Source: an optimization exercise on an open RTL-to-GDS flow (aim: small area, a short achievable clock period and few clock cycles per item). Production flows keep margins and buffers that such runs may drop. RTL that was checked went through simulation tests only; none was proved equivalent to the original.

## bitty_core
module bitty_core (
    input clk, reset, run,                   
    input [15:0] instruction,                
    output done,                             
    output [15:0] reg_s,                     
    output [15:0] alu_result                 
);
==> module rsel, before the edit <==
module rsel (
    input  [7:0] valid,
    input  [2:0] r,
    output [7:0] sel
);
    genvar i;
    generate
        for (i = 0; i < 8; i = i + 1) begin : gen_sel
            assign sel[i] = valid[i] & (r == i);
        end
    endgenerate
endmodule
==> module regfile, before the edit <==
module regfile (
    input         clk, reset,
    input  [2:0]  rx, ry,
    input         we,
    input  [15:0] wdata,
    output [15:0] A, B
);
    wire [15:0] rd [7:0];
    reg  [7:0]  valid;
    wire [7:0]  asel_lo, asel_hi, bsel_lo, bsel_hi;
    always @(posedge clk or posedge reset)
        if (reset)
            valid <= 8'd0;
        else if (we)
            valid[rx] <= 1'b1;
    genvar i, j;
    generate
        for (i = 0; i < 8; i = i + 1) begin : gen_registers
            register reg_inst (
                .clk(clk),
                .enable(we && (rx == i)),
                .data_in(wdata),
                .data_out(rd[i])
            );
        end
        rsel sal (.valid(valid), .r(rx), .sel(asel_lo));
        rsel sah (.valid(valid), .r(rx), .sel(asel_hi));
        rsel sbl (.valid(valid), .r(ry), .sel(bsel_lo));
        rsel sbh (.valid(valid), .r(ry), .sel(bsel_hi));
        for (j = 0; j < 16; j = j + 1) begin : gen_read
            wire [7:0] col = {rd[7][j], rd[6][j], rd[5][j], rd[4][j],
                              rd[3][j], rd[2][j], rd[1][j], rd[0][j]};
            ao8 ra (.s(j < 8 ? asel_lo : asel_hi), .d(col), .y(A[j]));
            ao8 rb (.s(j < 8 ? bsel_lo : bsel_hi), .d(col), .y(B[j]));
        end
    endgenerate
endmodule
==> module alu, before the edit <==
module alu (
    input  [15:0] A, B,
    input  [3:0]  ALU_Sel,
    input         mode,
    input         shift_multi,      
    input  [15:0] R, Q,             
    input         div_step,         
    input  [15:0] rs,               
    output [15:0] ALU_Result,       
    output [15:0] ALU_Int,          
    output        cout
);
    wire [4:0] op = {mode, ALU_Sel};
    wire o_add  = (op == 5'h00), o_sub  = (op == 5'h01), o_mul  = (op == 5'h02),
         o_div  = (op == 5'h03), o_mod  = (op == 5'h04), o_inc  = (op == 5'h05),
         o_dec  = (op == 5'h06), o_gt   = (op == 5'h07), o_eq   = (op == 5'h08),
         o_lt   = (op == 5'h09), o_ge   = (op == 5'h0A), o_le   = (op == 5'h0B),
         o_neg  = (op == 5'h0C), o_addc = (op == 5'h0D), o_rsub = (op == 5'h0E),
         o_shl1 = (op == 5'h14), o_shr1 = (op == 5'h15), o_shl  = (op == 5'h16),
         o_shr  = (op == 5'h17), o_swap = (op == 5'h1B), o_eqm  = (op == 5'h1C);
    wire o_cmp = o_gt | o_lt | o_ge | o_le;
    wire arith = o_add | o_sub | o_inc | o_dec | o_neg | o_addc | o_rsub | o_shl1 | div_step;
    wire inv_a  = o_gt | o_le | o_neg | o_rsub;
    wire y_b    = o_add | o_addc | o_rsub | o_gt | o_le;
    wire y_nb   = o_sub | o_lt | o_ge | div_step;
    wire y_a    = o_shl1;                        
    wire y_ones = o_dec;
    wire cin    = o_sub | o_inc | o_neg | o_addc | o_rsub | o_cmp | div_step;
    wire b_zero = ~|B;
    wire shift_n0 = (o_shl | o_shr) & ~b_zero;
    reg [3:0] t;
    always @(*) begin
        case (op)
            5'h10: t = 4'b1000;   
            5'h11: t = 4'b1110;   
            5'h13: t = 4'b0011;   
            5'h16, 5'h17: t = 4'b1100;   
            5'h18: t = 4'b0111;   
            5'h19: t = 4'b0001;   
            5'h1A: t = 4'b1001;   
            5'h1D: t = 4'b0100;   
            5'h1E: t = 4'b1101;   
            5'h1F: t = 4'b1111;   
            5'h12, 5'h08, 5'h1C: t = 4'b0110;   
            default: t = 4'b0000;
        endcase
    end
    wire en_L = ~(o_eq | o_eqm) & ~shift_n0;
    wire en_R = o_mul | o_mod;
    wire en_Q = o_div | (shift_multi & (o_shl | o_shr));
    wire [15:0] p, g, h, L;
    wire [15:0] a_up = {1'b0, A[15:1]};
    wire [15:0] a_sw = {A[7:0], A[15:8]};
    wire        eq = ~|L;
    wire        e_all = o_eqm & eq;
    wire        e_0 = (o_eqm | o_eq) & eq;
    genvar i;
    generate
        for (i = 0; i < 16; i = i + 1) begin : gen_slice
            alu_slice s (
                .a(A[i]), .b(B[i]), .a_up(a_up[i]), .a_sw(a_sw[i]),
                .rs(rs[i]), .sel_rs(div_step),
                .r(R[i]), .q(Q[i]), .e(i == 0 ? e_0 : e_all),
                .inv_a(inv_a), .y_b(y_b), .y_nb(y_nb), .y_a(y_a), .y_ones(y_ones),
                .t(t), .en_L(en_L), .en_shr1(o_shr1), .en_sw(o_swap),
                .en_R(en_R), .en_Q(en_Q), .arith(arith),
                .p(p[i]), .g(g[i]), .L(L[i]), .h(h[i])
            );
        end
    endgenerate
    wire [15:0] c;
    prefix16 pf (.p(p), .g(g), .cin(cin), .c(c), .cout(cout));
    wire [15:0] cm = c & {16{~o_cmp}};
    wire        k = o_gt | o_lt;
    alu_out out_port (.h(h), .cm(cm), .cmp(o_cmp), .cout(cout), .k(k), .cin(cin), .y(ALU_Result));
    alu_out out_int  (.h(h), .cm(cm), .cmp(o_cmp), .cout(cout), .k(k), .cin(cin), .y(ALU_Int));
endmodule
==> module alu_out, before the edit <==
module alu_out (
    input  [15:0] h, cm,
    input         cmp, cout, k, cin,
    output [15:0] y
);
    assign y = {h[15:1] ^ cm[15:1], cmp ? (cout ^ k) : (h[0] ^ cin)};
endmodule
==> module bitty_core, before the edit <==
module bitty_core (
    input clk, reset, run,                   
    input [15:0] instruction,                
    output done,                             
    output [15:0] reg_s,                     
    output [15:0] alu_result                 
);
    wire [15:0] A, B, R, Q;
    wire        first, is_mul, is_div, is_shr, shift_multi, div_step, c1;
    wire [15:0] rs, result;
    regfile rf (
        .clk(clk), .reset(reset),
        .rx(instruction[15:13]), .ry(instruction[12:10]),
        .we(done), .wdata(result),
        .A(A), .B(B)
    );
    assign reg_s = A;
    alu alu_inst (
        .A(A), .B(B),
        .ALU_Sel(instruction[6:3]),
        .mode(instruction[2]),
        .shift_multi(shift_multi),
        .R(R), .Q(Q),
        .div_step(div_step), .rs(rs),
        .ALU_Result(alu_result), .ALU_Int(result), .cout(c1)
    );
    muldiv md (
        .clk(clk), .first(first), .is_mul(is_mul), .is_div(is_div),
        .is_shr(is_shr), .A(A), .B(B),
        .rs(rs), .d1(result), .c1(c1), .R(R), .Q(Q)
    );
    control_unit cu (
        .clk(clk), .reset(reset), .run(run),
        .instruction(instruction), .B(B),
        .first(first), .is_mul(is_mul), .is_div(is_div), .is_shr(is_shr),
        .shift_multi(shift_multi), .div_step(div_step), .done(done)
    );
endmodule
export LEC_CHECK = 0
export ABC_AREA = 1
export CAP_MARGIN = 20
export CORE_MARGIN = 2
export CORE_UTILIZATION = 55
export CTS_BUF_LIST = sky130_fd_sc_hd__clkbuf_8
export SLEW_MARGIN = 20
export SYNTH_HIERARCHICAL = 1
export SYNTH_MINIMUM_KEEP_SIZE = 0
create_clock -name core_clock -period 40.0 [get_ports {clk}]
standard.sh (not shown) runs the stock make flow with config.mk's settings and CLKGATE_MAP_FILE= SYNTH_SCRIPT=/design/flow/synth_recipe.tcl, a recipe that flattens the netlist after the stock synthesis.
==> flow/flow/run.sh <==
#!/bin/bash
# Own layout flow: the standard ORFS flow (standard.sh) with these changes:
#  - synthesis maps the logic with an area-oriented abc script
#    (flow/abc_myarea.script) instead of ORFS's delay-oriented one; the
#    flip-flops, flattening and renaming are the standard flow's (synth_recipe.tcl);
#  - the port buffers that placement inserts are buf_2 cells;
#  - the extra ORFS make variables in flow/make_args.txt, if any (one per
#    line), are passed to every make call.
# Each tool's output goes to the logs under orfs/logs and to flow_*.log here.
set -euo pipefail
HERE=$(pwd)
rm -rf scripts_mod
cp -r "$FLOW_HOME/scripts" scripts_mod
cp flow/abc_myarea.script scripts_mod/
python3 flow/patch_synth.py scripts_mod/synth.tcl
EXTRA=""
if [[ -f flow/make_args.txt ]]; then
  while read -r line; do
    [[ -n "$line" ]] && EXTRA="$EXTRA '$line'"
  done < flow/make_args.txt
fi
# standard.sh with our scripts folder, port buffer cell and extra variables
# added to its make call
sed -e "s|make -C |make SCRIPTS_DIR=$HERE/scripts_mod 'BUFFER_PORTS_ARGS=-buffer_cell sky130_fd_sc_hd__buf_2' $EXTRA -C |" standard.sh > standard_mod.sh
grep -q "SCRIPTS_DIR=$HERE/scripts_mod" standard_mod.sh
bash standard_mod.sh synth > flow_synth.log 2>&1
bash standard_mod.sh > flow_layout.log 2>&1
test -f out/final.def
==> flow/flow/abc_myarea.script <==
strash
dch
map -a
topo
stime -c
==> flow/flow/make_args.txt <==
SETUP_SLACK_MARGIN=19.5
==> flow/flow/patch_synth.py <==
#!/usr/bin/env python3
"""Patch a copy of ORFS's synth.tcl so that abc maps with abc_myarea.script
(area-oriented mapping) instead of ORFS's delay-oriented abc script. Only the
abc call changes: flip-flop mapping, flattening and renaming are untouched."""
import sys
f = sys.argv[1]
t = open(f).read()
old = '  log_cmd abc {*}$abc_args\n'
assert t.count(old) == 1, "abc call not found"
new = '  log_cmd abc {*}[lreplace $abc_args 1 1 $::env(SCRIPTS_DIR)/abc_myarea.script]\n'
open(f, 'w').write(t.replace(old, new))
Rerun with:
--- a/flow/design.v
+++ b/flow/design.v
@@ -10,34 +10,22 @@
 module ao8 (
     input  [7:0] s, d,
     output       y
 );
     assign y = |(s & d);
 endmodule
-module rsel (
-    input  [7:0] valid,
-    input  [2:0] r,
-    output [7:0] sel
-);
-    genvar i;
-    generate
-        for (i = 0; i < 8; i = i + 1) begin : gen_sel
-            assign sel[i] = valid[i] & (r == i);
-        end
-    endgenerate
-endmodule
 module regfile (
     input         clk, reset,
     input  [2:0]  rx, ry,
     input         we,
     input  [15:0] wdata,
     output [15:0] A, B
 );
     wire [15:0] rd [7:0];
     reg  [7:0]  valid;
-    wire [7:0]  asel_lo, asel_hi, bsel_lo, bsel_hi;
+    wire [7:0]  asel, bsel;
     always @(posedge clk or posedge reset)
         if (reset)
             valid <= 8'd0;
         else if (we)
             valid[rx] <= 1'b1;
     genvar i, j;
@@ -46,35 +34,32 @@
             register reg_inst (
                 .clk(clk),
                 .enable(we && (rx == i)),
                 .data_in(wdata),
                 .data_out(rd[i])
             );
+            assign asel[i] = valid[i] & (rx == i);
+            assign bsel[i] = valid[i] & (ry == i);
         end
-        rsel sal (.valid(valid), .r(rx), .sel(asel_lo));
-        rsel sah (.valid(valid), .r(rx), .sel(asel_hi));
-        rsel sbl (.valid(valid), .r(ry), .sel(bsel_lo));
-        rsel sbh (.valid(valid), .r(ry), .sel(bsel_hi));
         for (j = 0; j < 16; j = j + 1) begin : gen_read
             wire [7:0] col = {rd[7][j], rd[6][j], rd[5][j], rd[4][j],
                               rd[3][j], rd[2][j], rd[1][j], rd[0][j]};
-            ao8 ra (.s(j < 8 ? asel_lo : asel_hi), .d(col), .y(A[j]));
-            ao8 rb (.s(j < 8 ? bsel_lo : bsel_hi), .d(col), .y(B[j]));
+            ao8 ra (.s(asel), .d(col), .y(A[j]));
+            ao8 rb (.s(bsel), .d(col), .y(B[j]));
         end
     endgenerate
 endmodule
 module alu (
     input  [15:0] A, B,
     input  [3:0]  ALU_Sel,
     input         mode,
     input         shift_multi,      
     input  [15:0] R, Q,             
     input         div_step,         
     input  [15:0] rs,               
-    output [15:0] ALU_Result,       
-    output [15:0] ALU_Int,          
+    output [15:0] ALU_Result,
     output        cout
 );
     wire [4:0] op = {mode, ALU_Sel};
     wire o_add  = (op == 5'h00), o_sub  = (op == 5'h01), o_mul  = (op == 5'h02),
          o_div  = (op == 5'h03), o_mod  = (op == 5'h04), o_inc  = (op == 5'h05),
          o_dec  = (op == 5'h06), o_gt   = (op == 5'h07), o_eq   = (op == 5'h08),
@@ -132,22 +117,14 @@
             );
         end
     endgenerate
     wire [15:0] c;
     prefix16 pf (.p(p), .g(g), .cin(cin), .c(c), .cout(cout));
     wire [15:0] cm = c & {16{~o_cmp}};
-    wire        k = o_gt | o_lt;
-    alu_out out_port (.h(h), .cm(cm), .cmp(o_cmp), .cout(cout), .k(k), .cin(cin), .y(ALU_Result));
-    alu_out out_int  (.h(h), .cm(cm), .cmp(o_cmp), .cout(cout), .k(k), .cin(cin), .y(ALU_Int));
-endmodule
-module alu_out (
-    input  [15:0] h, cm,
-    input         cmp, cout, k, cin,
-    output [15:0] y
-);
-    assign y = {h[15:1] ^ cm[15:1], cmp ? (cout ^ k) : (h[0] ^ cin)};
+    assign ALU_Result = {h[15:1] ^ cm[15:1],
+                         o_cmp ? (cout ^ (o_gt | o_lt)) : (h[0] ^ cin)};
 endmodule
 module alu_slice (
     input       a, b, a_up, a_sw, r, q, e, rs, sel_rs,
     input       inv_a, y_b, y_nb, y_a, y_ones,
     input [3:0] t,
     input       en_L, en_shr1, en_sw, en_R, en_Q, arith,
@@ -529,33 +506,33 @@
     output done,                             
     output [15:0] reg_s,                     
     output [15:0] alu_result                 
 );
     wire [15:0] A, B, R, Q;
     wire        first, is_mul, is_div, is_shr, shift_multi, div_step, c1;
-    wire [15:0] rs, result;
+    wire [15:0] rs;
     regfile rf (
         .clk(clk), .reset(reset),
         .rx(instruction[15:13]), .ry(instruction[12:10]),
-        .we(done), .wdata(result),
+        .we(done), .wdata(alu_result),
         .A(A), .B(B)
     );
     assign reg_s = A;
     alu alu_inst (
         .A(A), .B(B),
         .ALU_Sel(instruction[6:3]),
         .mode(instruction[2]),
         .shift_multi(shift_multi),
         .R(R), .Q(Q),
         .div_step(div_step), .rs(rs),
-        .ALU_Result(alu_result), .ALU_Int(result), .cout(c1)
+        .ALU_Result(alu_result), .cout(c1)
     );
     muldiv md (
         .clk(clk), .first(first), .is_mul(is_mul), .is_div(is_div),
         .is_shr(is_shr), .A(A), .B(B),
-        .rs(rs), .d1(result), .c1(c1), .R(R), .Q(Q)
+        .rs(rs), .d1(alu_result), .c1(c1), .R(R), .Q(Q)
     );
     control_unit cu (
         .clk(clk), .reset(reset), .run(run),
         .instruction(instruction), .B(B),
         .first(first), .is_mul(is_mul), .is_div(is_div), .is_shr(is_shr),
         .shift_multi(shift_multi), .div_step(div_step), .done(done)
Outcome: Clock-buffer cell count is unchanged; synthesized cell count went down by 6.1%; core utilization went up by 0.93 points; worst setup slack improves by 0.051 ns; area after synthesis went down by about 3.2%.
Testbench counts after the change, summed over its fixed seeds: cycles 14,932, instrs 12,000.
Only the layout flow was run in the first run of this note; the RTL was not checked for function there.

## separate check: timing with driven ports
The results above use ideal ports. As a check the final layouts listed here were re-extracted and re-timed, cells and wires unchanged. Step 1 sets driving cells, clkbuf_16 on the clock port and buf_2 on the other inputs (assumed; they add their load-dependent delay and slew). Step 2, shift: input delay + t, output delay - t, t = (earliest + latest rising clock arrival at the registers) / 2. This alone moves slack from input paths to output paths. Slacks: ideal ports / drivers / drivers and shift; pairs: ideal ports / drivers.
run	t, ns	setup WS [ns]	worst register clock-pin slew, ns
the first run	0.510	19.727 / 19.704 / 19.680	0.11 / 0.11
the second run	0.516	19.778 / 19.757 / 19.722	0.10 / 0.10
After both steps setup and hold are still met in every run listed. The setup slack of the second run, which loses most, moves by -0.021 ns with the drivers and by -0.056 ns with both steps.
